What follows belongs to an exercise in optimizing a design on an open flow for small area, a short achievable clock period and few clock cycles; a production flow would make more cautious choices. In this exercise RTL edits were held to simulation tests only and were not proved equivalent to the original. No activity file was given, so power comes from the tool's default toggle rates.

Design task3, start of the top module:
module task3(
    input [2:0] opcode,
    output reg done,
    output reg [23:0] out,
    input [7:0] in2,
    input [7:0] in1,
    input [7:0] in0,
    input clk,
    input rst
    );
Size in the first run: about 43 flip-flops, about 5800 um^2 of cells after synthesis.
export LEC_CHECK = 0
export ABC_CLOCK_PERIOD_IN_PS = 3000
export CAP_MARGIN = 20
export CORE_MARGIN = 2
export CORE_UTILIZATION = 40
export SETUP_SLACK_MARGIN = 5
export SLEW_MARGIN = 20
create_clock -name core_clock -period 12.0 [get_ports {clk}]
run.sh (not shown) runs the stock make flow with config.mk's settings and CLKGATE_MAP_FILE= SYNTH_SCRIPT=/design/flow/synth_recipe.tcl, a recipe that flattens the netlist after the stock synthesis.
The first run completed with no timing, DRC or antenna violations.
Testbench counts at the start, summed over its fixed seeds: cycles 21,090.
Then changed:
==> flow/flow/run.sh (new file) <==
#!/bin/bash
set -euo pipefail
cd "$(dirname "$0")/.."
bash standard.sh finish \
  SETUP_SLACK_MARGIN=6 \
  "BUFFER_PORTS_ARGS=-buffer_cell sky130_fd_sc_hd__buf_1" \
  > run_standard.log 2>&1
==> flow/standard.sh (new file) <==
#!/bin/bash
# synth_recipe.tcl (not shown) runs the flow's synth.tcl, then flattens the netlist and writes it again
# the make line also repeats each setting of config.mk as NAME=value (left out here)
make -C /OpenROAD-flow-scripts/flow DESIGN_CONFIG=/design/flow/config.mk WORK_HOME=/design/flow/orfs CLKGATE_MAP_FILE= SYNTH_SCRIPT=/design/flow/synth_recipe.tcl "${@:-finish}"
Settings changed: SETUP_SLACK_MARGIN 5 to unset.
removed: flow/run.sh
Outcome: The new run produced a clean layout. Utilization drops by 1.8 points. Routed wire length went down by 0.97%. Power shrinks by 2.0%.


Setup of yarrow:
Another version of the RTL of task3 (not shown whole).
Size in the first run: about 900 cells after synthesis, ~36 flip-flops, roughly 54 I/O pins, roughly 6100 um^2 of cells after synthesis.
## task3
module task3(
    input [2:0] opcode,
    output reg done,
    output reg [23:0] out,
    input [7:0] in2,
    input [7:0] in1,
    input [7:0] in0,
    input clk,
    input rst
    );
    function [10:0] fx; input [3:0] v;
        case (v)
            4'd0: fx = 11'd0;
            4'd1: fx = 11'd13;
            4'd2: fx = 11'd36;
            4'd3: fx = 11'd69;
            4'd4: fx = 11'd112;
            4'd5: fx = 11'd165;
            4'd6: fx = 11'd228;
            4'd7: fx = 11'd301;
            4'd8: fx = 11'd384;
            4'd9: fx = 11'd477;
            4'd10: fx = 11'd580;
            4'd11: fx = 11'd693;
            4'd12: fx = 11'd816;
            4'd13: fx = 11'd949;
            4'd14: fx = 11'd1092;
            4'd15: fx = 11'd1245;
        endcase
    endfunction
    function [9:0] gy; input [3:0] v;
        case (v)
            4'd0: gy = 10'd0;
            4'd1: gy = 10'd1;
            4'd2: gy = 10'd10;
            4'd3: gy = 10'd27;
            4'd4: gy = 10'd52;
            4'd5: gy = 10'd85;
            4'd6: gy = 10'd126;
            4'd7: gy = 10'd175;
            4'd8: gy = 10'd232;
            4'd9: gy = 10'd297;
            4'd10: gy = 10'd370;
            4'd11: gy = 10'd451;
            4'd12: gy = 10'd540;
            4'd13: gy = 10'd637;
            4'd14: gy = 10'd742;
            4'd15: gy = 10'd855;
        endcase
    endfunction
  ...
export LEC_CHECK = 0
export ABC_AREA = 1
export CAP_MARGIN = 20
export CORE_MARGIN = 2
export CORE_UTILIZATION = 70
export CTS_BUF_LIST = sky130_fd_sc_hd__clkbuf_4 sky130_fd_sc_hd__clkbuf_8
export SLEW_MARGIN = 20
create_clock -name core_clock -period 12.0 [get_ports {clk}]
standard.sh (not shown) runs the stock make flow with config.mk's settings and CLKGATE_MAP_FILE= SYNTH_SCRIPT=/design/flow/synth_recipe.tcl, a recipe that flattens the netlist after the stock synthesis.
==> flow/flow/run.sh <==
#!/bin/bash
set -euo pipefail
cd "$(dirname "$0")/.."
bash standard.sh finish \
  SETUP_SLACK_MARGIN=7 \
  "BUFFER_PORTS_ARGS=-buffer_cell sky130_fd_sc_hd__buf_1" \
  > run_standard.log 2>&1
No stage failed in yarrow, and the final checks on the layout all came back clean.
Testbench counts of yarrow, summed over its fixed seeds: cycles 21,090.
### yarrow -> harbor
- ABC_AREA: 1 -> unset
- ABC_CLOCK_PERIOD_IN_PS: unset -> 3000
--- a/flow/flow/run.sh
+++ b/flow/flow/run.sh
@@ -4,3 +4,3 @@
 bash standard.sh finish \
-  SETUP_SLACK_MARGIN=7 \
+  SETUP_SLACK_MARGIN=6 \
   "BUFFER_PORTS_ARGS=-buffer_cell sky130_fd_sc_hd__buf_1" \
==> run notes <==
- Changes observed in harbor relative to yarrow: fraction of the mapped netlist area in simple logic gates moved down, synthesized area moved down, global-route wire length before repair moved down.


== run 1 ==
task3, a different RTL version from the one above (not shown whole).
For scale: about 50 flip-flops, about 54 I/O pins.
// task3
module task3(
    input [2:0] opcode,
    output reg done,
    output [23:0] out,
    input [7:0] in2,
    input [7:0] in1,
    input [7:0] in0,
    input clk,
    input rst
    );
Settings: LEC_CHECK=0, ABC_AREA=1, CAP_MARGIN=20, CORE_MARGIN=2, CORE_UTILIZATION=70, CTS_BUF_LIST=sky130_fd_sc_hd__clkbuf_4 sky130_fd_sc_hd__clkbuf_8, SLEW_MARGIN=20; clock period 12.0 ns.
==> flow/flow/run.sh <==
#!/bin/bash
set -euo pipefail
cd "$(dirname "$0")/.."
bash standard.sh finish \
  SETUP_SLACK_MARGIN=7.4 \
  "BUFFER_PORTS_ARGS=-buffer_cell sky130_fd_sc_hd__buf_1" \
  > run_standard.log 2>&1
Every stage of the flow completed for run 1, and the final layout passed the timing, DRC and antenna checks.
Testbench counts of run 1, summed over its fixed seeds: cycles 21,090.
diff inputs: run 1 => run 2
# run 1
export LEC_CHECK = 0
export ABC_AREA = 1
export CAP_MARGIN = 20
export CORE_MARGIN = 2
export CORE_UTILIZATION = 70
export CTS_BUF_LIST = sky130_fd_sc_hd__clkbuf_4 sky130_fd_sc_hd__clkbuf_8
export SLEW_MARGIN = 20
create_clock -name core_clock -period 12.0 [get_ports {clk}]
# run 2
export LEC_CHECK = 0
export ABC_AREA = 1
export CAP_MARGIN = 20
export CORE_MARGIN = 2
export CORE_UTILIZATION = 70
export CTS_BUF_LIST = sky130_fd_sc_hd__clkbuf_4 sky130_fd_sc_hd__clkbuf_8
export PLACE_DENSITY = 0.9
export SLEW_MARGIN = 20
create_clock -name core_clock -period 12.0 [get_ports {clk}]
==> flow/flow/run.sh <==
#!/bin/bash
set -euo pipefail
cd "$(dirname "$0")/.."
bash standard.sh finish \
  SETUP_SLACK_MARGIN=7.2 \
  "BUFFER_PORTS_ARGS=-buffer_cell sky130_fd_sc_hd__buf_1" \
  > run_standard.log 2>&1
==> comparison <==
Via density per instance came out higher on run 2 than on run 1.
Run 2 vs run 1 — overall power after layout dropped about 7.5%.
Number of buffers added for setup after CTS was higher in the run labelled run 1.
When run 2 is set beside run 1, its count of clock-buffer cells in the layout turns out to be 1 smaller.
Row post-cts gate resize count: run 2 lower / run 1 higher
[compare] base=run 1 new=run 2: combinational share of power now sits lower; final cycle utilization of the critical path now sits higher.
Total routing usage reported by global routing, run 2 and run 1, lower one = run 2.
#### Input delta (run 3 over run 2)
# run 2
export LEC_CHECK = 0
export ABC_AREA = 1
export CAP_MARGIN = 20
export CORE_MARGIN = 2
export CORE_UTILIZATION = 70
export CTS_BUF_LIST = sky130_fd_sc_hd__clkbuf_4 sky130_fd_sc_hd__clkbuf_8
export PLACE_DENSITY = 0.9
export SLEW_MARGIN = 20
create_clock -name core_clock -period 12.0 [get_ports {clk}]
# run 3
export LEC_CHECK = 0
export ABC_AREA = 1
export CAP_MARGIN = 20
export CORE_MARGIN = 2
export CORE_UTILIZATION = 85
export CTS_BUF_LIST = sky130_fd_sc_hd__clkbuf_4 sky130_fd_sc_hd__clkbuf_8
export SLEW_MARGIN = 20
create_clock -name core_clock -period 12.0 [get_ports {clk}]
--- outcome ---
global routing (5_1_grt): run 3 exited with error. Compared with run 2, run 3 shows a higher initial core utilization. Reported for run 3 and run 2, maximum buffer depth of the clock tree turned out identical to the last digit. Any difference in area after detailed placement between run 2 and run 3 is small enough to ignore. Per the comparison of run 3 with run 2, pre-CTS setup slack has decreased, chip width moved down, number of placed instances with taps included shrank by 10, number of standard-cell rows in the floorplan fell by 3, final weighted congestion of routability-driven global placement increased 0.51%. In terms of synthesized area, run 2 and run 3 differ only marginally.
Setup changes, run 3 to run 4
# run 3
export LEC_CHECK = 0
export ABC_AREA = 1
export CAP_MARGIN = 20
export CORE_MARGIN = 2
export CORE_UTILIZATION = 85
export CTS_BUF_LIST = sky130_fd_sc_hd__clkbuf_4 sky130_fd_sc_hd__clkbuf_8
export SLEW_MARGIN = 20
create_clock -name core_clock -period 12.0 [get_ports {clk}]
# run 4
export LEC_CHECK = 0
export ABC_AREA = 1
export CAP_MARGIN = 0
export CORE_MARGIN = 2
export CORE_UTILIZATION = 70
export CTS_BUF_LIST = sky130_fd_sc_hd__clkbuf_4 sky130_fd_sc_hd__clkbuf_8
export SLEW_MARGIN = 0
create_clock -name core_clock -period 12.0 [get_ports {clk}]
Notes after the runs:
Summary of the comparison: post-CTS setup buffer count is lower in run 4, relative to run 3. Summary of the comparison: y dimension of the die is higher in run 4, relative to run 3. Diff run 4..run 3 | number of library cell types mapped by synthesis | unchanged. Run 4 finished every stage and its layout cleared the timing, DRC and antenna checks. Of run 4 and run 3, it is run 4 that has the higher placed wire-length estimate. Re synthesized area: no difference whatsoever between run 4 and run 3.

separate check: timing with driven ports:
How much do the figures lean on ideal ports? The routed layouts below were timed once more, with nothing changed but the port constraints.
Step 1 sets driving cells, clkbuf_16 on the clock port and buf_2 on the other inputs (assumed; they add their load-dependent delay and slew).
Step 2 adds t to the input delays and takes it off the output delays; t is the mean of the earliest and latest rising clock arrival at the registers after step 1. Input paths then give back, and output paths get back, about the clock's delay inside the block.
Three values: no drivers, after step 1, after step 2; two values: the first two.
run | shift t [ns] | slack for setup (ns) | hold slack, ns | pins driven straight from the clock port
the first run of note 1 | 0.317 | 5.433 / 5.449 / 5.132 | 0.602 / 0.602 / 0.602 | 1
the second run of note 1 | 0.315 | 6.222 / 6.235 / 5.920 | 0.601 / 0.601 / 0.601 | 1
yarrow | 0.317 | 6.684 / 6.692 / 6.375 | 0.512 / 0.512 / 0.512 | 1
harbor | 0.314 | 6.170 / 6.176 / 5.863 | 0.598 / 0.598 / 0.598 | 1
run 1 | 0.337 | 7.207 / 7.173 / 7.216 | 0.597 / 0.597 / 0.597 | 1
run 2 | 0.331 | 7.181 / 7.151 / 7.173 | 0.600 / 0.600 / 0.600 | 1
run 4 | 0.335 | 7.302 / 7.270 / 7.074 | 0.593 / 0.593 / 0.593 | 1
After both steps setup and hold are still met in every run listed. For yarrow, which loses most, drivers alone change the setup slack by +0.008 ns; drivers and shift together by -0.309 ns.
